From an optimization exercise on the open Yosys and OpenROAD flow, aimed at small area; shortcuts taken in it are not production practice.
Only simulation tests tie the RTL to the original design; equivalence was not proved.

File: design/flow/flow/reopt.tcl
# Re-map the combinational logic of the standard synthesis netlist for area.
# Registers, full and half adders stay as they are (blackboxes, same instance names).
yosys -import
set lib $::env(PLATFORM_LIB)
read_liberty -ignore_miss_func $lib
read_verilog $::env(REOPT_IN)
hierarchy -top $::env(FLOW_TOP)
setattr -mod -set blackbox 1 sky130_fd_sc_hd__fa_* sky130_fd_sc_hd__ha_* sky130_fd_sc_hd__df*
tee -o $::env(REOPT_OUT).before.stat stat -liberty $lib
flatten
yosys rename -hide w:*.*
hierarchy -top $::env(FLOW_TOP)
opt_clean -purge
abc -liberty $lib {*}$::env(REOPT_DONT_USE) -script $::env(REOPT_SCRIPT)
read_liberty -lib -ignore_redef $lib
setundef -zero
splitnets
opt_clean -purge
hilomap -singleton -hicell sky130_fd_sc_hd__conb_1 HI -locell sky130_fd_sc_hd__conb_1 LO
insbuf -buf sky130_fd_sc_hd__buf_1 A X
opt_clean -purge
check -assert
tee -o $::env(REOPT_OUT).after.stat stat -liberty $lib
write_verilog -noattr -nohex -nodec $::env(REOPT_OUT)
File: design/flow/flow/run.sh
#!/bin/bash
# Own layout flow: the standard synthesis, then an area re-mapping of the
# combinational logic between the registers and adder cells (registers, full
# and half adders are kept as they are, with their names), then the standard flow's
# standard layout with smaller port buffers and a clock tree without dummy loads.
# Each tool's full output goes to a log file of its own in this folder.
set -euo pipefail
W=$(pwd)
export PLATFORM_LIB=$FLOW_HOME/platforms/$FLOW_PLATFORM/lib/sky130_fd_sc_hd__tt_025C_1v80.lib
R=$W/orfs/results/$FLOW_PLATFORM/filt_ppd/base
L=$W/orfs/logs/$FLOW_PLATFORM/filt_ppd/base

# 1. standard synthesis
bash standard.sh synth > $W/log_1_synth.log 2>&1

# 2. re-map the combinational logic for area
cp $R/1_2_yosys.v $W/synth_standard.v
DONT_USE=$(grep -o -- '-dont_use [^ ]*' $L/1_2_yosys.log | sort -u | tr '\n' ' ')
export REOPT_IN=$W/synth_standard.v
export REOPT_OUT=$W/synth_reopt.v
export REOPT_DONT_USE="$DONT_USE"
export REOPT_SCRIPT=$W/flow/abc_area.script
yosys -c $W/flow/reopt.tcl > $W/log_2_reopt.log 2>&1
cp $W/synth_reopt.v $R/1_2_yosys.v
rm -f $R/1_synth.odb $R/1_synth.sdc

# 3. layout
bash standard.sh finish \
  "BUFFER_PORTS_ARGS=-buffer_cell sky130_fd_sc_hd__buf_1" \
  "CTS_ARGS=-sink_clustering_enable -repair_clock_nets -dont_use_dummy_load -buf_list sky130_fd_sc_hd__clkbuf_8 -sink_clustering_size 64 -sink_clustering_max_diameter 400" \
  > $W/log_3_layout.log 2>&1
File: design/flow/config.mk
export PLATFORM = sky130hd
export DESIGN_NAME = filt_ppd
export DESIGN_NICKNAME = filt_ppd
export VERILOG_FILES = /design/flow/design.v
export SDC_FILE = /design/flow/constraint.sdc
export NUM_CORES = 4
export LEC_CHECK = 0
export CAP_MARGIN = 20
export CORE_MARGIN = 2
export CORE_UTILIZATION = 40
export SLEW_MARGIN = 20
export SYNTH_HIERARCHICAL = 1
export SYNTH_MINIMUM_KEEP_SIZE = 0
File: design/flow/design.v
module add_fa (input wire i_a, input wire i_b, input wire i_c, output wire o_s, output wire o_c);
  assign o_s = i_a ^ i_b ^ i_c;
  assign o_c = (i_a & i_b) | (i_c & (i_a ^ i_b));
endmodule
module add_ha (input wire i_a, input wire i_b, output wire o_s, output wire o_c);
  assign o_s = i_a ^ i_b;
  assign o_c = i_a & i_b;
endmodule
module filt_ppd (
  input  wire               i_rst_an,    
  input  wire               i_ena,       
  input  wire               i_clk,       
  input  wire signed [5:0]  i_data,      
  output wire signed [27:0] o_data,      
  output wire               o_sclk       
);
  localparam [25:0] c_k30 = 26'h2ea0000;
  localparam [25:0] c_k31 = 26'h1600000;
  reg  [4:0]  r_k;
  reg         r_sclk;
  reg  [25:0] r_acc_a;
  reg  [25:0] r_acc_b;
  wire [5:0] w_x = i_data & {6{i_ena}};
  wire [6:0] w_xe = {w_x, 1'b0};
  wire [2:0] w_one, w_two, w_neg, w_nneg;
  genvar i;
  generate
    for (i = 0; i < 3; i = i + 1) begin: g_booth
      assign w_one[i]  = w_xe[2*i+1] ^ w_xe[2*i];
      assign w_two[i]  = (w_xe[2*i+2] & ~w_xe[2*i+1] & ~w_xe[2*i]) |
                         (~w_xe[2*i+2] & w_xe[2*i+1] & w_xe[2*i]);
      assign w_neg[i]  = w_xe[2*i+2];
      assign w_nneg[i] = i_ena & ~w_xe[2*i+2];
    end
  endgenerate
  reg  [4:0] w_k_nxt;
  reg        w_first, w_last, w_rst_st;
  always @(*) begin
    w_k_nxt  = 5'd0;
    w_first  = 1'b0;    
    w_last   = 1'b0;    
    w_rst_st = 1'b0;    
    case (r_k)
      5'd0: begin w_k_nxt = 5'd30; w_last = 1'b1; end
      5'd1: begin w_k_nxt = 5'd0; end
      5'd2: begin w_k_nxt = 5'd1; end
      5'd3: begin w_k_nxt = 5'd2; end
      5'd4: begin w_k_nxt = 5'd3; end
      5'd5: begin w_k_nxt = 5'd4; end
      5'd6: begin w_k_nxt = 5'd5; end
      5'd7: begin w_k_nxt = 5'd6; end
      5'd8: begin w_k_nxt = 5'd7; end
      5'd9: begin w_k_nxt = 5'd8; end
      5'd10: begin w_k_nxt = 5'd9; end
      5'd11: begin w_k_nxt = 5'd10; end
      5'd12: begin w_k_nxt = 5'd11; end
      5'd13: begin w_k_nxt = 5'd12; end
      5'd14: begin w_k_nxt = 5'd13; end
      5'd15: begin w_k_nxt = 5'd14; end
      5'd16: begin w_k_nxt = 5'd15; end
      5'd17: begin w_k_nxt = 5'd16; end
      5'd18: begin w_k_nxt = 5'd17; end
      5'd19: begin w_k_nxt = 5'd18; end
      5'd20: begin w_k_nxt = 5'd19; end
      5'd21: begin w_k_nxt = 5'd20; end
      5'd22: begin w_k_nxt = 5'd21; end
      5'd23: begin w_k_nxt = 5'd22; end
      5'd24: begin w_k_nxt = 5'd23; end
      5'd25: begin w_k_nxt = 5'd24; end
      5'd26: begin w_k_nxt = 5'd25; end
      5'd27: begin w_k_nxt = 5'd26; end
      5'd28: begin w_k_nxt = 5'd27; end
      5'd29: begin w_k_nxt = 5'd28; end
      5'd30: begin w_k_nxt = 5'd29; w_first = 1'b1; end
      5'd31: begin w_k_nxt = 5'd30; w_first = 1'b1; w_rst_st = 1'b1; end
      default: ;
    endcase
  end
  wire        w_sel    = i_ena & w_first;
  wire [25:0] w_base_a = w_sel ? r_acc_b : r_acc_a;
  wire [25:0] w_base_b = w_sel ? (w_rst_st ? c_k31 : c_k30) : r_acc_b;
  wire [25:0] w_acc_a, w_acc_b;
  reg [14:0] ma_h;
  always @(*)
    case (r_k)
      5'd0: ma_h = 15'd483;
      5'd1: ma_h = 15'd616;
      5'd2: ma_h = 15'd819;
      5'd3: ma_h = 15'd1120;
      5'd4: ma_h = 15'd1542;
      5'd5: ma_h = 15'd2109;
      5'd6: ma_h = 15'd2840;
      5'd7: ma_h = 15'd3750;
      5'd8: ma_h = 15'd4846;
      5'd9: ma_h = 15'd6133;
      5'd10: ma_h = 15'd7606;
      5'd11: ma_h = 15'd9255;
      5'd12: ma_h = 15'd11062;
      5'd13: ma_h = 15'd13002;
      5'd14: ma_h = 15'd15045;
      5'd15: ma_h = 15'd17156;
      5'd16: ma_h = 15'd19293;
      5'd17: ma_h = 15'd21414;
      5'd18: ma_h = 15'd23473;
      5'd19: ma_h = 15'd25425;
      5'd20: ma_h = 15'd27224;
      5'd21: ma_h = 15'd28827;
      5'd22: ma_h = 15'd30197;
      5'd23: ma_h = 15'd31300;
      5'd24: ma_h = 15'd32108;
      5'd25: ma_h = 15'd32601;
      5'd26: ma_h = 15'd32767;
      5'd27: ma_h = 15'd32601;
      5'd28: ma_h = 15'd32108;
      5'd29: ma_h = 15'd31300;
      5'd30: ma_h = 15'd30197;
      5'd31: ma_h = 15'd0;
      default: ma_h = 15'd0;
    endcase
  wire ma_pp0_0 = ((w_one[0] & ma_h[0])) ^ w_neg[0];
  wire ma_pp0_1 = ((w_one[0] & ma_h[1]) | (w_two[0] & ma_h[0])) ^ w_neg[0];
  wire ma_pp0_2 = ((w_one[0] & ma_h[2]) | (w_two[0] & ma_h[1])) ^ w_neg[0];
  wire ma_pp0_3 = ((w_one[0] & ma_h[3]) | (w_two[0] & ma_h[2])) ^ w_neg[0];
  wire ma_pp0_4 = ((w_one[0] & ma_h[4]) | (w_two[0] & ma_h[3])) ^ w_neg[0];
  wire ma_pp0_5 = ((w_one[0] & ma_h[5]) | (w_two[0] & ma_h[4])) ^ w_neg[0];
  wire ma_pp0_6 = ((w_one[0] & ma_h[6]) | (w_two[0] & ma_h[5])) ^ w_neg[0];
  wire ma_pp0_7 = ((w_one[0] & ma_h[7]) | (w_two[0] & ma_h[6])) ^ w_neg[0];
  wire ma_pp0_8 = ((w_one[0] & ma_h[8]) | (w_two[0] & ma_h[7])) ^ w_neg[0];
  wire ma_pp0_9 = ((w_one[0] & ma_h[9]) | (w_two[0] & ma_h[8])) ^ w_neg[0];
  wire ma_pp0_10 = ((w_one[0] & ma_h[10]) | (w_two[0] & ma_h[9])) ^ w_neg[0];
  wire ma_pp0_11 = ((w_one[0] & ma_h[11]) | (w_two[0] & ma_h[10])) ^ w_neg[0];
  wire ma_pp0_12 = ((w_one[0] & ma_h[12]) | (w_two[0] & ma_h[11])) ^ w_neg[0];
  wire ma_pp0_13 = ((w_one[0] & ma_h[13]) | (w_two[0] & ma_h[12])) ^ w_neg[0];
  wire ma_pp0_14 = ((w_one[0] & ma_h[14]) | (w_two[0] & ma_h[13])) ^ w_neg[0];
  wire ma_pp0_15 = ((w_two[0] & ma_h[14])) ^ w_neg[0];
  wire ma_pp1_0 = ((w_one[1] & ma_h[0])) ^ w_neg[1];
  wire ma_pp1_1 = ((w_one[1] & ma_h[1]) | (w_two[1] & ma_h[0])) ^ w_neg[1];
  wire ma_pp1_2 = ((w_one[1] & ma_h[2]) | (w_two[1] & ma_h[1])) ^ w_neg[1];
  wire ma_pp1_3 = ((w_one[1] & ma_h[3]) | (w_two[1] & ma_h[2])) ^ w_neg[1];
  wire ma_pp1_4 = ((w_one[1] & ma_h[4]) | (w_two[1] & ma_h[3])) ^ w_neg[1];
  wire ma_pp1_5 = ((w_one[1] & ma_h[5]) | (w_two[1] & ma_h[4])) ^ w_neg[1];
  wire ma_pp1_6 = ((w_one[1] & ma_h[6]) | (w_two[1] & ma_h[5])) ^ w_neg[1];
  wire ma_pp1_7 = ((w_one[1] & ma_h[7]) | (w_two[1] & ma_h[6])) ^ w_neg[1];
  wire ma_pp1_8 = ((w_one[1] & ma_h[8]) | (w_two[1] & ma_h[7])) ^ w_neg[1];
  wire ma_pp1_9 = ((w_one[1] & ma_h[9]) | (w_two[1] & ma_h[8])) ^ w_neg[1];
  wire ma_pp1_10 = ((w_one[1] & ma_h[10]) | (w_two[1] & ma_h[9])) ^ w_neg[1];
  wire ma_pp1_11 = ((w_one[1] & ma_h[11]) | (w_two[1] & ma_h[10])) ^ w_neg[1];
  wire ma_pp1_12 = ((w_one[1] & ma_h[12]) | (w_two[1] & ma_h[11])) ^ w_neg[1];
  wire ma_pp1_13 = ((w_one[1] & ma_h[13]) | (w_two[1] & ma_h[12])) ^ w_neg[1];
  wire ma_pp1_14 = ((w_one[1] & ma_h[14]) | (w_two[1] & ma_h[13])) ^ w_neg[1];
  wire ma_pp1_15 = ((w_two[1] & ma_h[14])) ^ w_neg[1];
  wire ma_pp2_0 = ((w_one[2] & ma_h[0])) ^ w_neg[2];
  wire ma_pp2_1 = ((w_one[2] & ma_h[1]) | (w_two[2] & ma_h[0])) ^ w_neg[2];
  wire ma_pp2_2 = ((w_one[2] & ma_h[2]) | (w_two[2] & ma_h[1])) ^ w_neg[2];
  wire ma_pp2_3 = ((w_one[2] & ma_h[3]) | (w_two[2] & ma_h[2])) ^ w_neg[2];
  wire ma_pp2_4 = ((w_one[2] & ma_h[4]) | (w_two[2] & ma_h[3])) ^ w_neg[2];
  wire ma_pp2_5 = ((w_one[2] & ma_h[5]) | (w_two[2] & ma_h[4])) ^ w_neg[2];
  wire ma_pp2_6 = ((w_one[2] & ma_h[6]) | (w_two[2] & ma_h[5])) ^ w_neg[2];
  wire ma_pp2_7 = ((w_one[2] & ma_h[7]) | (w_two[2] & ma_h[6])) ^ w_neg[2];
  wire ma_pp2_8 = ((w_one[2] & ma_h[8]) | (w_two[2] & ma_h[7])) ^ w_neg[2];
  wire ma_pp2_9 = ((w_one[2] & ma_h[9]) | (w_two[2] & ma_h[8])) ^ w_neg[2];
  wire ma_pp2_10 = ((w_one[2] & ma_h[10]) | (w_two[2] & ma_h[9])) ^ w_neg[2];
  wire ma_pp2_11 = ((w_one[2] & ma_h[11]) | (w_two[2] & ma_h[10])) ^ w_neg[2];
  wire ma_pp2_12 = ((w_one[2] & ma_h[12]) | (w_two[2] & ma_h[11])) ^ w_neg[2];
  wire ma_pp2_13 = ((w_one[2] & ma_h[13]) | (w_two[2] & ma_h[12])) ^ w_neg[2];
  wire ma_pp2_14 = ((w_one[2] & ma_h[14]) | (w_two[2] & ma_h[13])) ^ w_neg[2];
  wire ma_pp2_15 = ((w_two[2] & ma_h[14])) ^ w_neg[2];
  wire ma_w1, ma_w2;
  add_fa u_ma_w1 (.i_a(w_base_a[0]), .i_b(w_neg[0]), .i_c(ma_pp0_0), .o_s(ma_w1), .o_c(ma_w2));
  wire ma_w3, ma_w4;
  add_fa u_ma_w3 (.i_a(w_base_a[1]), .i_b(ma_pp0_1), .i_c(ma_w2), .o_s(ma_w3), .o_c(ma_w4));
  wire ma_w5, ma_w6;
  add_fa u_ma_w5 (.i_a(w_base_a[2]), .i_b(w_neg[1]), .i_c(ma_pp0_2), .o_s(ma_w5), .o_c(ma_w6));
  wire ma_w7, ma_w8;
  add_fa u_ma_w7 (.i_a(ma_pp1_0), .i_b(ma_w5), .i_c(ma_w4), .o_s(ma_w7), .o_c(ma_w8));
  wire ma_w9, ma_w10;
  add_fa u_ma_w9 (.i_a(w_base_a[3]), .i_b(ma_pp0_3), .i_c(ma_pp1_1), .o_s(ma_w9), .o_c(ma_w10));
  wire ma_w11, ma_w12;
  add_fa u_ma_w11 (.i_a(ma_w6), .i_b(ma_w9), .i_c(ma_w8), .o_s(ma_w11), .o_c(ma_w12));
  wire ma_w13, ma_w14;
  add_fa u_ma_w13 (.i_a(w_base_a[4]), .i_b(w_neg[2]), .i_c(ma_pp0_4), .o_s(ma_w13), .o_c(ma_w14));
  wire ma_w15, ma_w16;
  add_fa u_ma_w15 (.i_a(ma_pp1_2), .i_b(ma_pp2_0), .i_c(ma_w10), .o_s(ma_w15), .o_c(ma_w16));
  wire ma_w17, ma_w18;
  add_fa u_ma_w17 (.i_a(ma_w13), .i_b(ma_w15), .i_c(ma_w12), .o_s(ma_w17), .o_c(ma_w18));
  wire ma_w19, ma_w20;
  add_fa u_ma_w19 (.i_a(w_base_a[5]), .i_b(ma_pp0_5), .i_c(ma_pp1_3), .o_s(ma_w19), .o_c(ma_w20));
  wire ma_w21, ma_w22;
  add_fa u_ma_w21 (.i_a(ma_pp2_1), .i_b(ma_w14), .i_c(ma_w19), .o_s(ma_w21), .o_c(ma_w22));
  wire ma_w23, ma_w24;
  add_fa u_ma_w23 (.i_a(ma_w16), .i_b(ma_w21), .i_c(ma_w18), .o_s(ma_w23), .o_c(ma_w24));
  wire ma_w25, ma_w26;
  add_fa u_ma_w25 (.i_a(w_base_a[6]), .i_b(ma_pp0_6), .i_c(ma_pp1_4), .o_s(ma_w25), .o_c(ma_w26));
  wire ma_w27, ma_w28;
  add_fa u_ma_w27 (.i_a(ma_pp2_2), .i_b(ma_w20), .i_c(ma_w25), .o_s(ma_w27), .o_c(ma_w28));
  wire ma_w29, ma_w30;
  add_fa u_ma_w29 (.i_a(ma_w22), .i_b(ma_w27), .i_c(ma_w24), .o_s(ma_w29), .o_c(ma_w30));
  wire ma_w31, ma_w32;
  add_fa u_ma_w31 (.i_a(w_base_a[7]), .i_b(ma_pp0_7), .i_c(ma_pp1_5), .o_s(ma_w31), .o_c(ma_w32));
  wire ma_w33, ma_w34;
  add_fa u_ma_w33 (.i_a(ma_pp2_3), .i_b(ma_w26), .i_c(ma_w31), .o_s(ma_w33), .o_c(ma_w34));
  wire ma_w35, ma_w36;
  add_fa u_ma_w35 (.i_a(ma_w28), .i_b(ma_w33), .i_c(ma_w30), .o_s(ma_w35), .o_c(ma_w36));
  wire ma_w37, ma_w38;
  add_fa u_ma_w37 (.i_a(w_base_a[8]), .i_b(ma_pp0_8), .i_c(ma_pp1_6), .o_s(ma_w37), .o_c(ma_w38));
  wire ma_w39, ma_w40;
  add_fa u_ma_w39 (.i_a(ma_pp2_4), .i_b(ma_w32), .i_c(ma_w37), .o_s(ma_w39), .o_c(ma_w40));
  wire ma_w41, ma_w42;
  add_fa u_ma_w41 (.i_a(ma_w34), .i_b(ma_w39), .i_c(ma_w36), .o_s(ma_w41), .o_c(ma_w42));
  wire ma_w43, ma_w44;
  add_fa u_ma_w43 (.i_a(w_base_a[9]), .i_b(ma_pp0_9), .i_c(ma_pp1_7), .o_s(ma_w43), .o_c(ma_w44));
  wire ma_w45, ma_w46;
  add_fa u_ma_w45 (.i_a(ma_pp2_5), .i_b(ma_w38), .i_c(ma_w43), .o_s(ma_w45), .o_c(ma_w46));
  wire ma_w47, ma_w48;
  add_fa u_ma_w47 (.i_a(ma_w40), .i_b(ma_w45), .i_c(ma_w42), .o_s(ma_w47), .o_c(ma_w48));
  wire ma_w49, ma_w50;
  add_fa u_ma_w49 (.i_a(w_base_a[10]), .i_b(ma_pp0_10), .i_c(ma_pp1_8), .o_s(ma_w49), .o_c(ma_w50));
  wire ma_w51, ma_w52;
  add_fa u_ma_w51 (.i_a(ma_pp2_6), .i_b(ma_w44), .i_c(ma_w49), .o_s(ma_w51), .o_c(ma_w52));
  wire ma_w53, ma_w54;
  add_fa u_ma_w53 (.i_a(ma_w46), .i_b(ma_w51), .i_c(ma_w48), .o_s(ma_w53), .o_c(ma_w54));
  wire ma_w55, ma_w56;
  add_fa u_ma_w55 (.i_a(w_base_a[11]), .i_b(ma_pp0_11), .i_c(ma_pp1_9), .o_s(ma_w55), .o_c(ma_w56));
  wire ma_w57, ma_w58;
  add_fa u_ma_w57 (.i_a(ma_pp2_7), .i_b(ma_w50), .i_c(ma_w55), .o_s(ma_w57), .o_c(ma_w58));
  wire ma_w59, ma_w60;
  add_fa u_ma_w59 (.i_a(ma_w52), .i_b(ma_w57), .i_c(ma_w54), .o_s(ma_w59), .o_c(ma_w60));
  wire ma_w61, ma_w62;
  add_fa u_ma_w61 (.i_a(w_base_a[12]), .i_b(ma_pp0_12), .i_c(ma_pp1_10), .o_s(ma_w61), .o_c(ma_w62));
  wire ma_w63, ma_w64;
  add_fa u_ma_w63 (.i_a(ma_pp2_8), .i_b(ma_w56), .i_c(ma_w61), .o_s(ma_w63), .o_c(ma_w64));
  wire ma_w65, ma_w66;
  add_fa u_ma_w65 (.i_a(ma_w58), .i_b(ma_w63), .i_c(ma_w60), .o_s(ma_w65), .o_c(ma_w66));
  wire ma_w67, ma_w68;
  add_fa u_ma_w67 (.i_a(w_base_a[13]), .i_b(ma_pp0_13), .i_c(ma_pp1_11), .o_s(ma_w67), .o_c(ma_w68));
  wire ma_w69, ma_w70;
  add_fa u_ma_w69 (.i_a(ma_pp2_9), .i_b(ma_w62), .i_c(ma_w67), .o_s(ma_w69), .o_c(ma_w70));
  wire ma_w71, ma_w72;
  add_fa u_ma_w71 (.i_a(ma_w64), .i_b(ma_w69), .i_c(ma_w66), .o_s(ma_w71), .o_c(ma_w72));
  wire ma_w73, ma_w74;
  add_fa u_ma_w73 (.i_a(w_base_a[14]), .i_b(ma_pp0_14), .i_c(ma_pp1_12), .o_s(ma_w73), .o_c(ma_w74));
  wire ma_w75, ma_w76;
  add_fa u_ma_w75 (.i_a(ma_pp2_10), .i_b(ma_w68), .i_c(ma_w73), .o_s(ma_w75), .o_c(ma_w76));
  wire ma_w77, ma_w78;
  add_fa u_ma_w77 (.i_a(ma_w70), .i_b(ma_w75), .i_c(ma_w72), .o_s(ma_w77), .o_c(ma_w78));
  wire ma_w79, ma_w80;
  add_fa u_ma_w79 (.i_a(w_base_a[15]), .i_b(ma_pp0_15), .i_c(ma_pp1_13), .o_s(ma_w79), .o_c(ma_w80));
  wire ma_w81, ma_w82;
  add_fa u_ma_w81 (.i_a(ma_pp2_11), .i_b(ma_w74), .i_c(ma_w79), .o_s(ma_w81), .o_c(ma_w82));
  wire ma_w83, ma_w84;
  add_fa u_ma_w83 (.i_a(ma_w76), .i_b(ma_w81), .i_c(ma_w78), .o_s(ma_w83), .o_c(ma_w84));
  wire ma_w85, ma_w86;
  add_fa u_ma_w85 (.i_a(w_base_a[16]), .i_b(w_nneg[0]), .i_c(ma_pp1_14), .o_s(ma_w85), .o_c(ma_w86));
  wire ma_w87, ma_w88;
  add_fa u_ma_w87 (.i_a(ma_pp2_12), .i_b(ma_w80), .i_c(ma_w85), .o_s(ma_w87), .o_c(ma_w88));
  wire ma_w89, ma_w90;
  add_fa u_ma_w89 (.i_a(ma_w82), .i_b(ma_w87), .i_c(ma_w84), .o_s(ma_w89), .o_c(ma_w90));
  wire ma_w91, ma_w92;
  add_fa u_ma_w91 (.i_a(w_base_a[17]), .i_b(ma_pp1_15), .i_c(ma_pp2_13), .o_s(ma_w91), .o_c(ma_w92));
  wire ma_w93, ma_w94;
  add_fa u_ma_w93 (.i_a(ma_w86), .i_b(ma_w91), .i_c(ma_w88), .o_s(ma_w93), .o_c(ma_w94));
  wire ma_w95, ma_w96;
  add_ha u_ma_w95 (.i_a(ma_w93), .i_b(ma_w90), .o_s(ma_w95), .o_c(ma_w96));
  wire ma_w97, ma_w98;
  add_fa u_ma_w97 (.i_a(w_base_a[18]), .i_b(w_nneg[1]), .i_c(ma_pp2_14), .o_s(ma_w97), .o_c(ma_w98));
  wire ma_w99, ma_w100;
  add_fa u_ma_w99 (.i_a(ma_w92), .i_b(ma_w97), .i_c(ma_w94), .o_s(ma_w99), .o_c(ma_w100));
  wire ma_w101, ma_w102;
  add_ha u_ma_w101 (.i_a(ma_w99), .i_b(ma_w96), .o_s(ma_w101), .o_c(ma_w102));
  wire ma_w103, ma_w104;
  add_fa u_ma_w103 (.i_a(w_base_a[19]), .i_b(ma_pp2_15), .i_c(ma_w98), .o_s(ma_w103), .o_c(ma_w104));
  wire ma_w105, ma_w106;
  add_fa u_ma_w105 (.i_a(ma_w103), .i_b(ma_w100), .i_c(ma_w102), .o_s(ma_w105), .o_c(ma_w106));
  wire ma_w107, ma_w108;
  add_fa u_ma_w107 (.i_a(w_base_a[20]), .i_b(w_nneg[2]), .i_c(ma_w104), .o_s(ma_w107), .o_c(ma_w108));
  wire ma_w109, ma_w110;
  add_ha u_ma_w109 (.i_a(ma_w107), .i_b(ma_w106), .o_s(ma_w109), .o_c(ma_w110));
  wire ma_w111, ma_w112;
  add_fa u_ma_w111 (.i_a(w_base_a[21]), .i_b(ma_w108), .i_c(ma_w110), .o_s(ma_w111), .o_c(ma_w112));
  wire ma_w113, ma_w114;
  add_ha u_ma_w113 (.i_a(w_base_a[22]), .i_b(ma_w112), .o_s(ma_w113), .o_c(ma_w114));
  wire ma_w115, ma_w116;
  add_ha u_ma_w115 (.i_a(w_base_a[23]), .i_b(ma_w114), .o_s(ma_w115), .o_c(ma_w116));
  wire ma_w117, ma_w118;
  add_ha u_ma_w117 (.i_a(w_base_a[24]), .i_b(ma_w116), .o_s(ma_w117), .o_c(ma_w118));
  wire ma_w119 = w_base_a[25] ^ ma_w118;
  assign w_acc_a = {ma_w119, ma_w117, ma_w115, ma_w113, ma_w111, ma_w109, ma_w105, ma_w101, ma_w95, ma_w89, ma_w83, ma_w77, ma_w71, ma_w65, ma_w59, ma_w53, ma_w47, ma_w41, ma_w35, ma_w29, ma_w23, ma_w17, ma_w11, ma_w7, ma_w3, ma_w1};
  reg [14:0] mb_h;
  always @(*)
    case (r_k)
      5'd0: mb_h = 15'd28827;
      5'd1: mb_h = 15'd27224;
      5'd2: mb_h = 15'd25425;
      5'd3: mb_h = 15'd23473;
      5'd4: mb_h = 15'd21414;
      5'd5: mb_h = 15'd19293;
      5'd6: mb_h = 15'd17156;
      5'd7: mb_h = 15'd15045;
      5'd8: mb_h = 15'd13002;
      5'd9: mb_h = 15'd11062;
      5'd10: mb_h = 15'd9255;
      5'd11: mb_h = 15'd7606;
      5'd12: mb_h = 15'd6133;
      5'd13: mb_h = 15'd4846;
      5'd14: mb_h = 15'd3750;
      5'd15: mb_h = 15'd2840;
      5'd16: mb_h = 15'd2109;
      5'd17: mb_h = 15'd1542;
      5'd18: mb_h = 15'd1120;
      5'd19: mb_h = 15'd819;
      5'd20: mb_h = 15'd616;
      5'd21: mb_h = 15'd483;
      5'd22: mb_h = 15'd0;
      5'd23: mb_h = 15'd0;
      5'd24: mb_h = 15'd0;
      5'd25: mb_h = 15'd0;
      5'd26: mb_h = 15'd0;
      5'd27: mb_h = 15'd0;
      5'd28: mb_h = 15'd0;
      5'd29: mb_h = 15'd0;
      5'd30: mb_h = 15'd0;
      5'd31: mb_h = 15'd0;
      default: mb_h = 15'd0;
    endcase
  wire mb_pp0_0 = ((w_one[0] & mb_h[0])) ^ w_neg[0];
  wire mb_pp0_1 = ((w_one[0] & mb_h[1]) | (w_two[0] & mb_h[0])) ^ w_neg[0];
  wire mb_pp0_2 = ((w_one[0] & mb_h[2]) | (w_two[0] & mb_h[1])) ^ w_neg[0];
  wire mb_pp0_3 = ((w_one[0] & mb_h[3]) | (w_two[0] & mb_h[2])) ^ w_neg[0];
  wire mb_pp0_4 = ((w_one[0] & mb_h[4]) | (w_two[0] & mb_h[3])) ^ w_neg[0];
  wire mb_pp0_5 = ((w_one[0] & mb_h[5]) | (w_two[0] & mb_h[4])) ^ w_neg[0];
  wire mb_pp0_6 = ((w_one[0] & mb_h[6]) | (w_two[0] & mb_h[5])) ^ w_neg[0];
  wire mb_pp0_7 = ((w_one[0] & mb_h[7]) | (w_two[0] & mb_h[6])) ^ w_neg[0];
  wire mb_pp0_8 = ((w_one[0] & mb_h[8]) | (w_two[0] & mb_h[7])) ^ w_neg[0];
  wire mb_pp0_9 = ((w_one[0] & mb_h[9]) | (w_two[0] & mb_h[8])) ^ w_neg[0];
  wire mb_pp0_10 = ((w_one[0] & mb_h[10]) | (w_two[0] & mb_h[9])) ^ w_neg[0];
  wire mb_pp0_11 = ((w_one[0] & mb_h[11]) | (w_two[0] & mb_h[10])) ^ w_neg[0];
  wire mb_pp0_12 = ((w_one[0] & mb_h[12]) | (w_two[0] & mb_h[11])) ^ w_neg[0];
  wire mb_pp0_13 = ((w_one[0] & mb_h[13]) | (w_two[0] & mb_h[12])) ^ w_neg[0];
  wire mb_pp0_14 = ((w_one[0] & mb_h[14]) | (w_two[0] & mb_h[13])) ^ w_neg[0];
  wire mb_pp0_15 = ((w_two[0] & mb_h[14])) ^ w_neg[0];
  wire mb_pp1_0 = ((w_one[1] & mb_h[0])) ^ w_neg[1];
  wire mb_pp1_1 = ((w_one[1] & mb_h[1]) | (w_two[1] & mb_h[0])) ^ w_neg[1];
  wire mb_pp1_2 = ((w_one[1] & mb_h[2]) | (w_two[1] & mb_h[1])) ^ w_neg[1];
  wire mb_pp1_3 = ((w_one[1] & mb_h[3]) | (w_two[1] & mb_h[2])) ^ w_neg[1];
  wire mb_pp1_4 = ((w_one[1] & mb_h[4]) | (w_two[1] & mb_h[3])) ^ w_neg[1];
  wire mb_pp1_5 = ((w_one[1] & mb_h[5]) | (w_two[1] & mb_h[4])) ^ w_neg[1];
  wire mb_pp1_6 = ((w_one[1] & mb_h[6]) | (w_two[1] & mb_h[5])) ^ w_neg[1];
  wire mb_pp1_7 = ((w_one[1] & mb_h[7]) | (w_two[1] & mb_h[6])) ^ w_neg[1];
  wire mb_pp1_8 = ((w_one[1] & mb_h[8]) | (w_two[1] & mb_h[7])) ^ w_neg[1];
  wire mb_pp1_9 = ((w_one[1] & mb_h[9]) | (w_two[1] & mb_h[8])) ^ w_neg[1];
  wire mb_pp1_10 = ((w_one[1] & mb_h[10]) | (w_two[1] & mb_h[9])) ^ w_neg[1];
  wire mb_pp1_11 = ((w_one[1] & mb_h[11]) | (w_two[1] & mb_h[10])) ^ w_neg[1];
  wire mb_pp1_12 = ((w_one[1] & mb_h[12]) | (w_two[1] & mb_h[11])) ^ w_neg[1];
  wire mb_pp1_13 = ((w_one[1] & mb_h[13]) | (w_two[1] & mb_h[12])) ^ w_neg[1];
  wire mb_pp1_14 = ((w_one[1] & mb_h[14]) | (w_two[1] & mb_h[13])) ^ w_neg[1];
  wire mb_pp1_15 = ((w_two[1] & mb_h[14])) ^ w_neg[1];
  wire mb_pp2_0 = ((w_one[2] & mb_h[0])) ^ w_neg[2];
  wire mb_pp2_1 = ((w_one[2] & mb_h[1]) | (w_two[2] & mb_h[0])) ^ w_neg[2];
  wire mb_pp2_2 = ((w_one[2] & mb_h[2]) | (w_two[2] & mb_h[1])) ^ w_neg[2];
  wire mb_pp2_3 = ((w_one[2] & mb_h[3]) | (w_two[2] & mb_h[2])) ^ w_neg[2];
  wire mb_pp2_4 = ((w_one[2] & mb_h[4]) | (w_two[2] & mb_h[3])) ^ w_neg[2];
  wire mb_pp2_5 = ((w_one[2] & mb_h[5]) | (w_two[2] & mb_h[4])) ^ w_neg[2];
  wire mb_pp2_6 = ((w_one[2] & mb_h[6]) | (w_two[2] & mb_h[5])) ^ w_neg[2];
  wire mb_pp2_7 = ((w_one[2] & mb_h[7]) | (w_two[2] & mb_h[6])) ^ w_neg[2];
  wire mb_pp2_8 = ((w_one[2] & mb_h[8]) | (w_two[2] & mb_h[7])) ^ w_neg[2];
  wire mb_pp2_9 = ((w_one[2] & mb_h[9]) | (w_two[2] & mb_h[8])) ^ w_neg[2];
  wire mb_pp2_10 = ((w_one[2] & mb_h[10]) | (w_two[2] & mb_h[9])) ^ w_neg[2];
  wire mb_pp2_11 = ((w_one[2] & mb_h[11]) | (w_two[2] & mb_h[10])) ^ w_neg[2];
  wire mb_pp2_12 = ((w_one[2] & mb_h[12]) | (w_two[2] & mb_h[11])) ^ w_neg[2];
  wire mb_pp2_13 = ((w_one[2] & mb_h[13]) | (w_two[2] & mb_h[12])) ^ w_neg[2];
  wire mb_pp2_14 = ((w_one[2] & mb_h[14]) | (w_two[2] & mb_h[13])) ^ w_neg[2];
  wire mb_pp2_15 = ((w_two[2] & mb_h[14])) ^ w_neg[2];
  wire mb_w1, mb_w2;
  add_fa u_mb_w1 (.i_a(w_base_b[0]), .i_b(w_neg[0]), .i_c(mb_pp0_0), .o_s(mb_w1), .o_c(mb_w2));
  wire mb_w3, mb_w4;
  add_fa u_mb_w3 (.i_a(w_base_b[1]), .i_b(mb_pp0_1), .i_c(mb_w2), .o_s(mb_w3), .o_c(mb_w4));
  wire mb_w5, mb_w6;
  add_fa u_mb_w5 (.i_a(w_base_b[2]), .i_b(w_neg[1]), .i_c(mb_pp0_2), .o_s(mb_w5), .o_c(mb_w6));
  wire mb_w7, mb_w8;
  add_fa u_mb_w7 (.i_a(mb_pp1_0), .i_b(mb_w5), .i_c(mb_w4), .o_s(mb_w7), .o_c(mb_w8));
  wire mb_w9, mb_w10;
  add_fa u_mb_w9 (.i_a(w_base_b[3]), .i_b(mb_pp0_3), .i_c(mb_pp1_1), .o_s(mb_w9), .o_c(mb_w10));
  wire mb_w11, mb_w12;
  add_fa u_mb_w11 (.i_a(mb_w6), .i_b(mb_w9), .i_c(mb_w8), .o_s(mb_w11), .o_c(mb_w12));
  wire mb_w13, mb_w14;
  add_fa u_mb_w13 (.i_a(w_base_b[4]), .i_b(w_neg[2]), .i_c(mb_pp0_4), .o_s(mb_w13), .o_c(mb_w14));
  wire mb_w15, mb_w16;
  add_fa u_mb_w15 (.i_a(mb_pp1_2), .i_b(mb_pp2_0), .i_c(mb_w10), .o_s(mb_w15), .o_c(mb_w16));
  wire mb_w17, mb_w18;
  add_fa u_mb_w17 (.i_a(mb_w13), .i_b(mb_w15), .i_c(mb_w12), .o_s(mb_w17), .o_c(mb_w18));
  wire mb_w19, mb_w20;
  add_fa u_mb_w19 (.i_a(w_base_b[5]), .i_b(mb_pp0_5), .i_c(mb_pp1_3), .o_s(mb_w19), .o_c(mb_w20));
  wire mb_w21, mb_w22;
  add_fa u_mb_w21 (.i_a(mb_pp2_1), .i_b(mb_w14), .i_c(mb_w19), .o_s(mb_w21), .o_c(mb_w22));
  wire mb_w23, mb_w24;
  add_fa u_mb_w23 (.i_a(mb_w16), .i_b(mb_w21), .i_c(mb_w18), .o_s(mb_w23), .o_c(mb_w24));
  wire mb_w25, mb_w26;
  add_fa u_mb_w25 (.i_a(w_base_b[6]), .i_b(mb_pp0_6), .i_c(mb_pp1_4), .o_s(mb_w25), .o_c(mb_w26));
  wire mb_w27, mb_w28;
  add_fa u_mb_w27 (.i_a(mb_pp2_2), .i_b(mb_w20), .i_c(mb_w25), .o_s(mb_w27), .o_c(mb_w28));
  wire mb_w29, mb_w30;
  add_fa u_mb_w29 (.i_a(mb_w22), .i_b(mb_w27), .i_c(mb_w24), .o_s(mb_w29), .o_c(mb_w30));
  wire mb_w31, mb_w32;
  add_fa u_mb_w31 (.i_a(w_base_b[7]), .i_b(mb_pp0_7), .i_c(mb_pp1_5), .o_s(mb_w31), .o_c(mb_w32));
  wire mb_w33, mb_w34;
  add_fa u_mb_w33 (.i_a(mb_pp2_3), .i_b(mb_w26), .i_c(mb_w31), .o_s(mb_w33), .o_c(mb_w34));
  wire mb_w35, mb_w36;
  add_fa u_mb_w35 (.i_a(mb_w28), .i_b(mb_w33), .i_c(mb_w30), .o_s(mb_w35), .o_c(mb_w36));
  wire mb_w37, mb_w38;
  add_fa u_mb_w37 (.i_a(w_base_b[8]), .i_b(mb_pp0_8), .i_c(mb_pp1_6), .o_s(mb_w37), .o_c(mb_w38));
  wire mb_w39, mb_w40;
  add_fa u_mb_w39 (.i_a(mb_pp2_4), .i_b(mb_w32), .i_c(mb_w37), .o_s(mb_w39), .o_c(mb_w40));
  wire mb_w41, mb_w42;
  add_fa u_mb_w41 (.i_a(mb_w34), .i_b(mb_w39), .i_c(mb_w36), .o_s(mb_w41), .o_c(mb_w42));
  wire mb_w43, mb_w44;
  add_fa u_mb_w43 (.i_a(w_base_b[9]), .i_b(mb_pp0_9), .i_c(mb_pp1_7), .o_s(mb_w43), .o_c(mb_w44));
  wire mb_w45, mb_w46;
  add_fa u_mb_w45 (.i_a(mb_pp2_5), .i_b(mb_w38), .i_c(mb_w43), .o_s(mb_w45), .o_c(mb_w46));
  wire mb_w47, mb_w48;
  add_fa u_mb_w47 (.i_a(mb_w40), .i_b(mb_w45), .i_c(mb_w42), .o_s(mb_w47), .o_c(mb_w48));
  wire mb_w49, mb_w50;
  add_fa u_mb_w49 (.i_a(w_base_b[10]), .i_b(mb_pp0_10), .i_c(mb_pp1_8), .o_s(mb_w49), .o_c(mb_w50));
  wire mb_w51, mb_w52;
  add_fa u_mb_w51 (.i_a(mb_pp2_6), .i_b(mb_w44), .i_c(mb_w49), .o_s(mb_w51), .o_c(mb_w52));
  wire mb_w53, mb_w54;
  add_fa u_mb_w53 (.i_a(mb_w46), .i_b(mb_w51), .i_c(mb_w48), .o_s(mb_w53), .o_c(mb_w54));
  wire mb_w55, mb_w56;
  add_fa u_mb_w55 (.i_a(w_base_b[11]), .i_b(mb_pp0_11), .i_c(mb_pp1_9), .o_s(mb_w55), .o_c(mb_w56));
  wire mb_w57, mb_w58;
  add_fa u_mb_w57 (.i_a(mb_pp2_7), .i_b(mb_w50), .i_c(mb_w55), .o_s(mb_w57), .o_c(mb_w58));
  wire mb_w59, mb_w60;
  add_fa u_mb_w59 (.i_a(mb_w52), .i_b(mb_w57), .i_c(mb_w54), .o_s(mb_w59), .o_c(mb_w60));
  wire mb_w61, mb_w62;
  add_fa u_mb_w61 (.i_a(w_base_b[12]), .i_b(mb_pp0_12), .i_c(mb_pp1_10), .o_s(mb_w61), .o_c(mb_w62));
  wire mb_w63, mb_w64;
  add_fa u_mb_w63 (.i_a(mb_pp2_8), .i_b(mb_w56), .i_c(mb_w61), .o_s(mb_w63), .o_c(mb_w64));
  wire mb_w65, mb_w66;
  add_fa u_mb_w65 (.i_a(mb_w58), .i_b(mb_w63), .i_c(mb_w60), .o_s(mb_w65), .o_c(mb_w66));
  wire mb_w67, mb_w68;
  add_fa u_mb_w67 (.i_a(w_base_b[13]), .i_b(mb_pp0_13), .i_c(mb_pp1_11), .o_s(mb_w67), .o_c(mb_w68));
  wire mb_w69, mb_w70;
  add_fa u_mb_w69 (.i_a(mb_pp2_9), .i_b(mb_w62), .i_c(mb_w67), .o_s(mb_w69), .o_c(mb_w70));
  wire mb_w71, mb_w72;
  add_fa u_mb_w71 (.i_a(mb_w64), .i_b(mb_w69), .i_c(mb_w66), .o_s(mb_w71), .o_c(mb_w72));
  wire mb_w73, mb_w74;
  add_fa u_mb_w73 (.i_a(w_base_b[14]), .i_b(mb_pp0_14), .i_c(mb_pp1_12), .o_s(mb_w73), .o_c(mb_w74));
  wire mb_w75, mb_w76;
  add_fa u_mb_w75 (.i_a(mb_pp2_10), .i_b(mb_w68), .i_c(mb_w73), .o_s(mb_w75), .o_c(mb_w76));
  wire mb_w77, mb_w78;
  add_fa u_mb_w77 (.i_a(mb_w70), .i_b(mb_w75), .i_c(mb_w72), .o_s(mb_w77), .o_c(mb_w78));
  wire mb_w79, mb_w80;
  add_fa u_mb_w79 (.i_a(w_base_b[15]), .i_b(mb_pp0_15), .i_c(mb_pp1_13), .o_s(mb_w79), .o_c(mb_w80));
  wire mb_w81, mb_w82;
  add_fa u_mb_w81 (.i_a(mb_pp2_11), .i_b(mb_w74), .i_c(mb_w79), .o_s(mb_w81), .o_c(mb_w82));
  wire mb_w83, mb_w84;
  add_fa u_mb_w83 (.i_a(mb_w76), .i_b(mb_w81), .i_c(mb_w78), .o_s(mb_w83), .o_c(mb_w84));
  wire mb_w85, mb_w86;
  add_fa u_mb_w85 (.i_a(w_base_b[16]), .i_b(w_nneg[0]), .i_c(mb_pp1_14), .o_s(mb_w85), .o_c(mb_w86));
  wire mb_w87, mb_w88;
  add_fa u_mb_w87 (.i_a(mb_pp2_12), .i_b(mb_w80), .i_c(mb_w85), .o_s(mb_w87), .o_c(mb_w88));
  wire mb_w89, mb_w90;
  add_fa u_mb_w89 (.i_a(mb_w82), .i_b(mb_w87), .i_c(mb_w84), .o_s(mb_w89), .o_c(mb_w90));
  wire mb_w91, mb_w92;
  add_fa u_mb_w91 (.i_a(w_base_b[17]), .i_b(mb_pp1_15), .i_c(mb_pp2_13), .o_s(mb_w91), .o_c(mb_w92));
  wire mb_w93, mb_w94;
  add_fa u_mb_w93 (.i_a(mb_w86), .i_b(mb_w91), .i_c(mb_w88), .o_s(mb_w93), .o_c(mb_w94));
  wire mb_w95, mb_w96;
  add_ha u_mb_w95 (.i_a(mb_w93), .i_b(mb_w90), .o_s(mb_w95), .o_c(mb_w96));
  wire mb_w97, mb_w98;
  add_fa u_mb_w97 (.i_a(w_base_b[18]), .i_b(w_nneg[1]), .i_c(mb_pp2_14), .o_s(mb_w97), .o_c(mb_w98));
  wire mb_w99, mb_w100;
  add_fa u_mb_w99 (.i_a(mb_w92), .i_b(mb_w97), .i_c(mb_w94), .o_s(mb_w99), .o_c(mb_w100));
  wire mb_w101, mb_w102;
  add_ha u_mb_w101 (.i_a(mb_w99), .i_b(mb_w96), .o_s(mb_w101), .o_c(mb_w102));
  wire mb_w103, mb_w104;
  add_fa u_mb_w103 (.i_a(w_base_b[19]), .i_b(mb_pp2_15), .i_c(mb_w98), .o_s(mb_w103), .o_c(mb_w104));
  wire mb_w105, mb_w106;
  add_fa u_mb_w105 (.i_a(mb_w103), .i_b(mb_w100), .i_c(mb_w102), .o_s(mb_w105), .o_c(mb_w106));
  wire mb_w107, mb_w108;
  add_fa u_mb_w107 (.i_a(w_base_b[20]), .i_b(w_nneg[2]), .i_c(mb_w104), .o_s(mb_w107), .o_c(mb_w108));
  wire mb_w109, mb_w110;
  add_ha u_mb_w109 (.i_a(mb_w107), .i_b(mb_w106), .o_s(mb_w109), .o_c(mb_w110));
  wire mb_w111, mb_w112;
  add_fa u_mb_w111 (.i_a(w_base_b[21]), .i_b(mb_w108), .i_c(mb_w110), .o_s(mb_w111), .o_c(mb_w112));
  wire mb_w113, mb_w114;
  add_ha u_mb_w113 (.i_a(w_base_b[22]), .i_b(mb_w112), .o_s(mb_w113), .o_c(mb_w114));
  wire mb_w115, mb_w116;
  add_ha u_mb_w115 (.i_a(w_base_b[23]), .i_b(mb_w114), .o_s(mb_w115), .o_c(mb_w116));
  wire mb_w117, mb_w118;
  add_ha u_mb_w117 (.i_a(w_base_b[24]), .i_b(mb_w116), .o_s(mb_w117), .o_c(mb_w118));
  wire mb_w119 = w_base_b[25] ^ mb_w118;
  assign w_acc_b = {mb_w119, mb_w117, mb_w115, mb_w113, mb_w111, mb_w109, mb_w105, mb_w101, mb_w95, mb_w89, mb_w83, mb_w77, mb_w71, mb_w65, mb_w59, mb_w53, mb_w47, mb_w41, mb_w35, mb_w29, mb_w23, mb_w17, mb_w11, mb_w7, mb_w3, mb_w1};
  always @(posedge i_clk or negedge i_rst_an)
    if (!i_rst_an) begin
      r_k    <= 5'd31;
      r_sclk <= 1'b0;
    end else begin
      if (i_ena)
        r_k <= w_k_nxt;
      r_sclk <= i_ena & w_last;
    end
  always @(posedge i_clk) begin
    r_acc_a <= w_acc_a;
    r_acc_b <= w_acc_b;
  end
  assign o_data = {{2{r_acc_a[25]}}, r_acc_a};
  assign o_sclk = r_sclk;
endmodule
File: design/flow/standard.sh
#!/bin/bash
# synth_recipe.tcl (not shown) runs the flow's synth.tcl, then flattens the netlist and writes it again
# the make line also repeats each setting of config.mk as NAME=value (left out here)
make -C /OpenROAD-flow-scripts/flow DESIGN_CONFIG=/design/flow/config.mk WORK_HOME=/design/flow/orfs CLKGATE_MAP_FILE= SYNTH_SCRIPT=/design/flow/synth_recipe.tcl "${@:-finish}"
File: design/flow/constraint.sdc
create_clock -name core_clock -period 25.0 [get_ports {i_clk}]
set_input_delay 5.0000 -clock core_clock [delete_from_list [all_inputs] [get_ports {i_clk}]]
set_output_delay 5.0000 -clock core_clock [all_outputs]
set_load 0.01 [all_outputs]
File: design/flow/flow/abc_area.script
strash
dch -f
amap
topo
==> impl_metrics.json, run 1 <==
{
  "rsz0062_at_grt": "false",
  "finalNetCount": 998,
  "hold_class": "flip-flop to flip-flop",
  "die_w_um": 132.4,
  "crit_type": "primary input to flip-flop",
  "outcome": "no timing/DRC/antenna violations",
  "tightestPinTransition_ns": 1.145,
  "post_cts_resized": 0,
  "worstSetupStartpoint": "i_ena",
  "setup_viol_count_final": 0,
  "critical_path.max_stage_delay_ns": 0.62,
  "die_area_mm2": 0.01754,
  "via_per_inst": 5.760,
  "drc_errors": 0,
  "critPathLaunchType": "primary input",
  "root_buffer": "clkbuf_8",
  "diodes": 0,
  "numCtsBuffers": 9,
  "drtAntennaViolNets": 0,
  "finalCritPeriodShare_pct": 65.29,
  "synthCells": 802,
  "max_freq_mhz": 61.27,
  "clk_pin_slew_ns": 0.07,
  "end_kind": "flip-flop",
  "period_needed_ns": 16.32,
  "crit_fanout": 17,
  "insertion_delay_ns": 0.36,
  "first_pass_iters": 5,
  "cts.path.max_buffers": 2,
  "htreeDepth": 3,
  "cts_sinks": 58,
  "cts_hold_buf": 0,
  "cp.arrival_ns": 16.57,
  "core_area_mm2": 0.01600,
  "mostFrequentLayoutCell": "nor2_1",
  "hold_viol": 0,
  "syn_area_mm2": 0.006598,
  "cp_slowest_cell": "clkinv_1",
  "layout_common_cells": "nor2_1 (199), fa_1 (106), a21oi_1 (99), clkinv_1 (75), o22ai_1 (74)",
  "layout-drive-gt1-share_pct": 3.501,
  "grt_pass1_wl_um": 32620,
  "initial_core_util_pct": 41.23,
  "drv_slew": 0,
  "fp-row-count": 46,
  "drt-wirelength-per-cell_um": 18.20,
  "place.port_buffers": 37,
  "cts_setup_buffers": 0,
  "critPathRequiredTime_ns": 25.25,
  "drv_cap": 0,
  "r2r-start": "r_k[4]",
  "syn2layout_area_growth_pct": 9.596,
  "die_height_um": 132.4,
  "gp_congestion": 0.9532,
  "ios": 38,
  "gr-total-overflow": 0,
  "maxSlewHeadroom_pct": 22.87,
  "antenna_found_initial": 0,
  "grt_pass1_vias": 5988,
  "yosys_warnings": 7,
  "avgSynthCellArea_um2": 8.226,
  "grt_util_all_layers_pct": 23.57,
  "grt_max_degree": 57,
  "finalClockSkew_ns": 0.01699,
  "fin_tns_setup_ns": 0,
  "worstHoldStart": "r_acc_b[22]",
  "dr_total_vias": 6181,
  "syn-num-nets": 941,
  "drt_iter0_drc": 572,
  "cts_tree": "done",
  "dp_hpwl_um": 14700,
  "wl_um": 19530,
  "crit_path_frequent_cell": "fa_1",
  "utilization_pct": 45.19
}
-- through the flow --
stage	hold WS [ns]	instance area, um^2	instances	setup WS, ns
2_1_floorplan	0.5314	6598	802	7.600
3_3_place_gp	0.5784	7102	1063	8.616
3_5_place_dp	0.5808	7107	1064	8.320
4_1_cts	0.6077	7231	1073	8.757
5_1_grt	0.6401	7231	1073	8.039
6_report	0.6080	7231	1073	8.678
-- registers in the layout, summed over array words and instances (netlist names) --
register  flops
r_acc_a      26
r_acc_b      26
r_k           5
r_sclk        1
-- metal layers --
| layer | routed length (um) | vias to the layer above | track usage, % | part of all wire (%) |
|---|---|---|---|---|
| li1 | - | 2964 | - | - |
| met1 | 8691 | 2865 | 33.73 | 45 |
| met2 | 8607 | 309 | 35.09 | 44 |
| met3 | 1472 | 43 | 4.368 | 7.5 |
| met4 | 754 | 0 | 9.916 | 3.9 |
| met5 | 0 | - | 0 | 0 |
-- path summary, 6_finish.rpt --
check,end,slack [ns],cells after the start
hold reg to reg,r_acc_b[22],0.61,2
hold / removal,r_acc_b[22],0.61,2
max in group asynchronous,r_k[1],20.22,1
setup reg to reg,r_acc_a[25],12.70,33
min in group asynchronous,r_sclk,4.50,1
setup / recovery,r_acc_b[25],8.68,33
-- critical path: cells and delay by family --
family | cells | cell delay [ns]
AND/OR/NAND/NOR | 3 | 1.18
AO/OA/AOI/OAI | 2 | 0.50
buffers and inverters | 4 | 1.59
adder cells (fa/ha/maj) | 24 | 8.28
-- area by class of cell --
type | count | area [um^2]
Tap cell | 216 | 270.3
Multi-Input combinational cell | 666 | 5135
Timing Repair Buffer | 48 | 219.0
Sequential cell | 58 | 1197
Clock buffer | 9 | 123.9
Inverter | 76 | 285.3
Fill cell | 1644 | 8770
==> inputs of run 2 (changes only) <==
--- a/design/flow/flow/run.sh
+++ b/design/flow/flow/run.sh
@@ -27,5 +27,5 @@
 # 3. layout
 bash standard.sh finish \
   "BUFFER_PORTS_ARGS=-buffer_cell sky130_fd_sc_hd__buf_1" \
-  "CTS_ARGS=-sink_clustering_enable -repair_clock_nets -dont_use_dummy_load -buf_list sky130_fd_sc_hd__clkbuf_8 -sink_clustering_size 64 -sink_clustering_max_diameter 400" \
+  "CTS_ARGS=-repair_clock_nets -dont_use_dummy_load -buf_list sky130_fd_sc_hd__clkbuf_16 -root_buf sky130_fd_sc_hd__clkbuf_16" \
   > $W/log_3_layout.log 2>&1
==> run 2 against run 1 <==
  * Setup slack worse by 0.0014 ns
  * Via count up 1.1%
  * Register-to-register slack about the same
  * Critical path type unchanged
  * Clock skew is 0.0014 ns lower
  * Count of clock-buffer cells in the layout did not move
  * Utilization up 0.63 points
  * Cell count stayed put
  * Area after synthesis stayed put
==> impl_metrics.json, run 2 <==
{
  "syn2layout_area_growth_pct": 11.13,
  "cp.arrival_ns": 16.55,
  "grt_pass1_wl_um": 32830,
  "layout-drive-gt1-share_pct": 3.501,
  "cp_slowest_cell": "clkinv_1",
  "gp_congestion": 0.9532,
  "post_cts_resized": 0,
  "via_per_inst": 5.821,
  "layout_common_cells": "nor2_1 (199), fa_1 (106), a21oi_1 (99), clkinv_1 (75), o22ai_1 (74)",
  "period_needed_ns": 16.32,
  "mostFrequentLayoutCell": "nor2_1",
  "drt_iter0_drc": 639,
  "critical_path.max_stage_delay_ns": 0.62,
  "crit_type": "primary input to flip-flop",
  "cts_sinks": 58,
  "drv_slew": 0,
  "cts_tree": "done",
  "place.port_buffers": 37,
  "finalCritPeriodShare_pct": 65.30,
  "crit_fanout": 17,
  "grt_pass1_vias": 6059,
  "die_area_mm2": 0.01754,
  "reg.largest.list": "r_acc_a: 26 flops, r_acc_b: 26 flops, r_k: 5 flops",
  "max_freq_mhz": 61.26,
  "yosys_warnings": 7,
  "ios": 38,
  "drtAntennaViolNets": 0,
  "wl_um": 19450,
  "grt_util_all_layers_pct": 23.68,
  "grt.busiest_layer": "met2",
  "gr-total-overflow": 0,
  "first_pass_iters": 6,
  "diodes": 0,
  "die_height_um": 132.4,
  "root_buffer": "clkbuf_16",
  "drv_cap": 0,
  "fp-row-count": 46,
  "hold_class": "flip-flop to flip-flop",
  "numCtsBuffers": 9,
  "setup_viol_count_final": 0,
  "finalNetCount": 998,
  "initial_core_util_pct": 41.23,
  "synthCells": 802,
  "dp_hpwl_um": 14700,
  "syn_area_mm2": 0.006598,
  "clk_pin_slew_ns": 0.06,
  "end_kind": "flip-flop",
  "grt_max_degree": 57,
  "antenna_found_initial": 0,
  "dr_total_vias": 6246,
  "syn-num-nets": 941,
  "cts_setup_buffers": 0,
  "cts_hold_buf": 0,
  "grtUsageMet3_pct": 4.674,
  "htreeDepth": 3,
  "core_area_mm2": 0.01600,
  "avgSynthCellArea_um2": 8.226,
  "die_w_um": 132.4,
  "drt-wirelength-per-cell_um": 18.13,
  "tightestPinTransition_ns": 1.210,
  "rsz0062_at_grt": "false",
  "critPathLaunchType": "primary input",
  "fin_tns_setup_ns": 0,
  "finalClockSkew_ns": 0.01556,
  "cts.path.max_buffers": 2,
  "critPathRequiredTime_ns": 25.23,
  "drc_errors": 0,
  "placed_area_mm2": 0.007107,
  "crit_path_frequent_cell": "fa_1",
  "insertion_delay_ns": 0.34,
  "utilization_pct": 45.82,
  "design_area_mm2": 0.007332,
  "hold_viol": 0,
  "num-fill-cells": 1629,
  "outcome": "no timing/DRC/antenna violations",
  "use_met2_pct": 36.04,
  "use_met1_pct": 33.65,
  "maxSlewHeadroom_pct": 18.50
}
## run 2: cell count changes in the layout (fill, tap and decap cells not counted)
| cell | change |
|---|---|
| clkbuf_8 | -9 |
| clkbuf_16 | +9 |
## run 2: path summary, 6_finish.rpt
path                                     to  slack (ns)   startpoint  depth (start not counted)
worst min register to register  r_acc_b[25]        0.60  r_acc_b[25]                          2
worst max-delay path            r_acc_b[25]        8.68        i_ena                         33
worst max register to register  r_acc_a[25]       12.71       r_k[4]                         33
worst min-delay path            r_acc_b[25]        0.60  r_acc_b[25]                          2
max in group asynchronous            r_k[3]       20.19     i_rst_an                          1
min in group asynchronous            r_sclk        4.52     i_rst_an                          1
## run 2: worst max-delay path: cells and delay by family
kind / cells / cell delay (ns)
AOI/OAI and AO/OA: 2 / 0.51
buffers and inverters: 4 / 1.59
and+or+nand+nor: 3 / 1.16
adders and majority gates: 24 / 8.27
## run 2: layout make-up
cell class              count  area, um^2  share of cell area (%)
multi-input cells         666        5135                   70.03
repair buffers             48       219.0                   2.986
well taps                 216       270.3                   3.686
clock buffers               9       225.2                   3.072
flip-flops and latches     58        1197                   16.33
inverters                  76       285.3                   3.891
## run 2: through the flow
step,std cells,hold WS (ns),worst slack (ns)
after CTS,1073,0.6037,8.722
after global routing,1073,0.6354,8.029
after global placement,1063,0.5784,8.616
after detailed placement,1064,0.5808,8.320
final,1073,0.6035,8.676
after floorplan,802,0.5314,7.600
## run 2: metal layers
layer  part of all wire (%)  vias to the layer above
li1                       -                     2972
met1                     44                     2890
met2                     45                      332
met3                    8.0                       52
met4                    3.6                        0
met5                      0                        -
==> inputs of run 3 (changes only) <==
--- a/design/flow/flow/run.sh
+++ b/design/flow/flow/run.sh
@@ -27,5 +27,5 @@
 # 3. layout
 bash standard.sh finish \
   "BUFFER_PORTS_ARGS=-buffer_cell sky130_fd_sc_hd__buf_1" \
-  "CTS_ARGS=-repair_clock_nets -dont_use_dummy_load -buf_list sky130_fd_sc_hd__clkbuf_16 -root_buf sky130_fd_sc_hd__clkbuf_16" \
+  "CTS_ARGS=-sink_clustering_enable -repair_clock_nets -dont_use_dummy_load -root_buf sky130_fd_sc_hd__clkbuf_8 -buf_list sky130_fd_sc_hd__clkbuf_4" \
   > $W/log_3_layout.log 2>&1
==> run 3 against run 2 <==
  * Still clean
  * Setup slack improved by 0.0014 ns
  * Cell area decreased by 1.4%
  * Count of clock-buffer cells in the layout unchanged
  * Register-to-register slack about the same
  * Wire length rose by 0.39%
  * Die area unchanged
  * Cell count unchanged
  * Critical endpoint unchanged
==> impl_metrics.json, run 3 <==
{
  "critical_path.max_stage_delay_ns": 0.62,
  "crit_path_frequent_cell": "fa_1",
  "utilization_pct": 45.19,
  "design_area_mm2": 0.007231,
  "syn_area_mm2": 0.006598,
  "reg2reg_to": "r_acc_a[25]",
  "setup.worst_path.end": "r_acc_b[25]",
  "post_cts_resized": 0,
  "crit_fanout": 17,
  "r2r-start": "r_k[4]",
  "worstSetupStartpoint": "i_ena",
  "rsz0062_at_grt": "false",
  "finalClockSkew_ns": 0.01699,
  "layout-drive-gt1-share_pct": 3.501,
  "clk_pin_slew_ns": 0.07,
  "cts_tree": "done",
  "numPlacedInstances": 1064,
  "numCtsBuffers": 9,
  "first_pass_iters": 5,
  "grt_pass1_vias": 5988,
  "place_ws_ns": 8.320,
  "fp-row-count": 46,
  "hold_viol": 0,
  "worst_slack_ns": 8.678,
  "initial_core_util_pct": 41.23,
  "gr-total-overflow": 0,
  "wl_um": 19530,
  "grtUsageMet3_pct": 4.368,
  "grt_util_all_layers_pct": 23.57,
  "reg2reg_depth": 33,
  "use_met2_pct": 35.09,
  "antenna_found_initial": 0,
  "drt-wirelength-per-cell_um": 18.20,
  "grt.busiest_layer": "met2",
  "avgSynthCellArea_um2": 8.226,
  "finalCritPeriodShare_pct": 65.29,
  "dr_total_vias": 6181,
  "finalNetCount": 998,
  "root_buffer": "clkbuf_8",
  "diodes": 0,
  "drc_errors": 0,
  "period_needed_ns": 16.32,
  "critPathRequiredTime_ns": 25.25,
  "outcome": "no timing/DRC/antenna violations",
  "tightestPinTransition_ns": 1.145,
  "cts_setup_buffers": 0,
  "max_freq_mhz": 61.27,
  "maxSlewHeadroom_pct": 22.87,
  "grt_max_degree": 57,
  "dp_hpwl_um": 14700,
  "grt_pass1_wl_um": 32620,
  "cts.path.max_buffers": 2,
  "reg.largest.list": "r_acc_a: 26 flops, r_acc_b: 26 flops, r_k: 5 flops",
  "drt_iter0_drc": 572,
  "cp.arrival_ns": 16.57,
  "drv_slew": 0,
  "fin_tns_setup_ns": 0,
  "cp_slowest_cell": "clkinv_1",
  "cts_hold_buf": 0,
  "insertion_delay_ns": 0.36,
  "place.port_buffers": 37,
  "layout_common_cells": "nor2_1 (199), fa_1 (106), a21oi_1 (99), clkinv_1 (75), o22ai_1 (74)",
  "ios": 38,
  "synthCells": 802,
  "syn-num-nets": 941,
  "drv_cap": 0,
  "via_per_inst": 5.760,
  "drtAntennaViolNets": 0,
  "crit_type": "primary input to flip-flop",
  "syn2layout_area_growth_pct": 9.596,
  "htreeDepth": 3,
  "yosys_warnings": 7,
  "cts_sinks": 58,
  "end_kind": "flip-flop",
  "gp_congestion": 0.9532,
  "mostFrequentLayoutCell": "nor2_1",
  "die_w_um": 132.4,
  "setup_viol_count_final": 0,
  "core_area_mm2": 0.01600,
  "use_met1_pct": 33.73,
  "placed_area_mm2": 0.007107,
  "r2r_slack_ns": 12.70,
  "hold_class": "flip-flop to flip-flop",
  "die_height_um": 132.4,
  "critPathLaunchType": "primary input",
  "layoutNonFillerInstCount": 1073,
  "die_area_mm2": 0.01754
}
## run 3: cell types whose count changed in the layout (fill, tap and decap cells not counted)
cell	delta
clkbuf_16	-9
clkbuf_8	+9
## run 3: how the worst min path moves through the flow
| stage | from | end | slack, ns | cells past startpoint |
|---|---|---|---|---|
| after global routing | r_acc_b[25] | r_acc_b[25] | 0.64 | 2 |
| after global placement | r_acc_b[25] | r_acc_b[25] | 0.58 | 2 |
| final | r_acc_b[22] | r_acc_b[22] | 0.61 | 2 |
| after floorplan | r_acc_b[25] | r_acc_b[25] | 0.53 | 2 |
| after detailed placement | r_acc_b[22] | r_acc_b[22] | 0.58 | 2 |
| after CTS | r_acc_b[25] | r_acc_b[25] | 0.61 | 2 |
## run 3: cell type report
class / instances / area (um^2)
flip-flops and latches: 58 / 1197
multi-input cells: 666 / 5135
clock buffers: 9 / 123.9
inverters: 76 / 285.3
repair buffers: 48 / 219.0
fillers: 1644 / 8770
well taps: 216 / 270.3
## run 3: worst max-delay path, delay by kind of cell
family / cells / cell delay (ns)
buffers and inverters: 4 / 1.59
adders and majority gates: 24 / 8.28
AOI/OAI and AO/OA: 2 / 0.50
and+or+nand+nor: 3 / 1.18
## run 3: metrics by stage
step                hold slack (ns)
floorplan                    0.5314
global placement             0.5784
detailed placement           0.5808
CTS                          0.6077
global route                 0.6401
finish                       0.6080
## run 3: routing by layer
layer | wire length [um] | vias to the layer above
met3 | 1472 | 43
met4 | 754 | 0
met2 | 8607 | 309
met1 | 8691 | 2865
met5 | 0 | -
li1 | - | 2964

==> re-timing with driven ports <==
In the flow no input, the clock included, has a driving cell. The finished layouts below were timed again as built, in two steps. Step 1: set_driving_cell puts a clkbuf_16 on i_clk and a buf_2 on each other input, an assumption about the parent block. Step 2, shift: input delay + t, output delay - t, t = (earliest + latest rising clock arrival at the registers) / 2. This alone moves slack from input paths to output paths. a / b / c = ideal ports / drivers / drivers and shift; a / b = the first two.
run	shift t [ns]	setup WS [ns]	latest minus earliest clock arrival (ns)
run 1	0.395	8.678 / 8.691 / 8.297	0.017 / 0.017
run 2	0.380	8.676 / 8.696 / 8.317	0.016 / 0.015
run 3	0.395	8.678 / 8.691 / 8.297	0.017 / 0.017
After both steps every run listed still meets setup and hold.
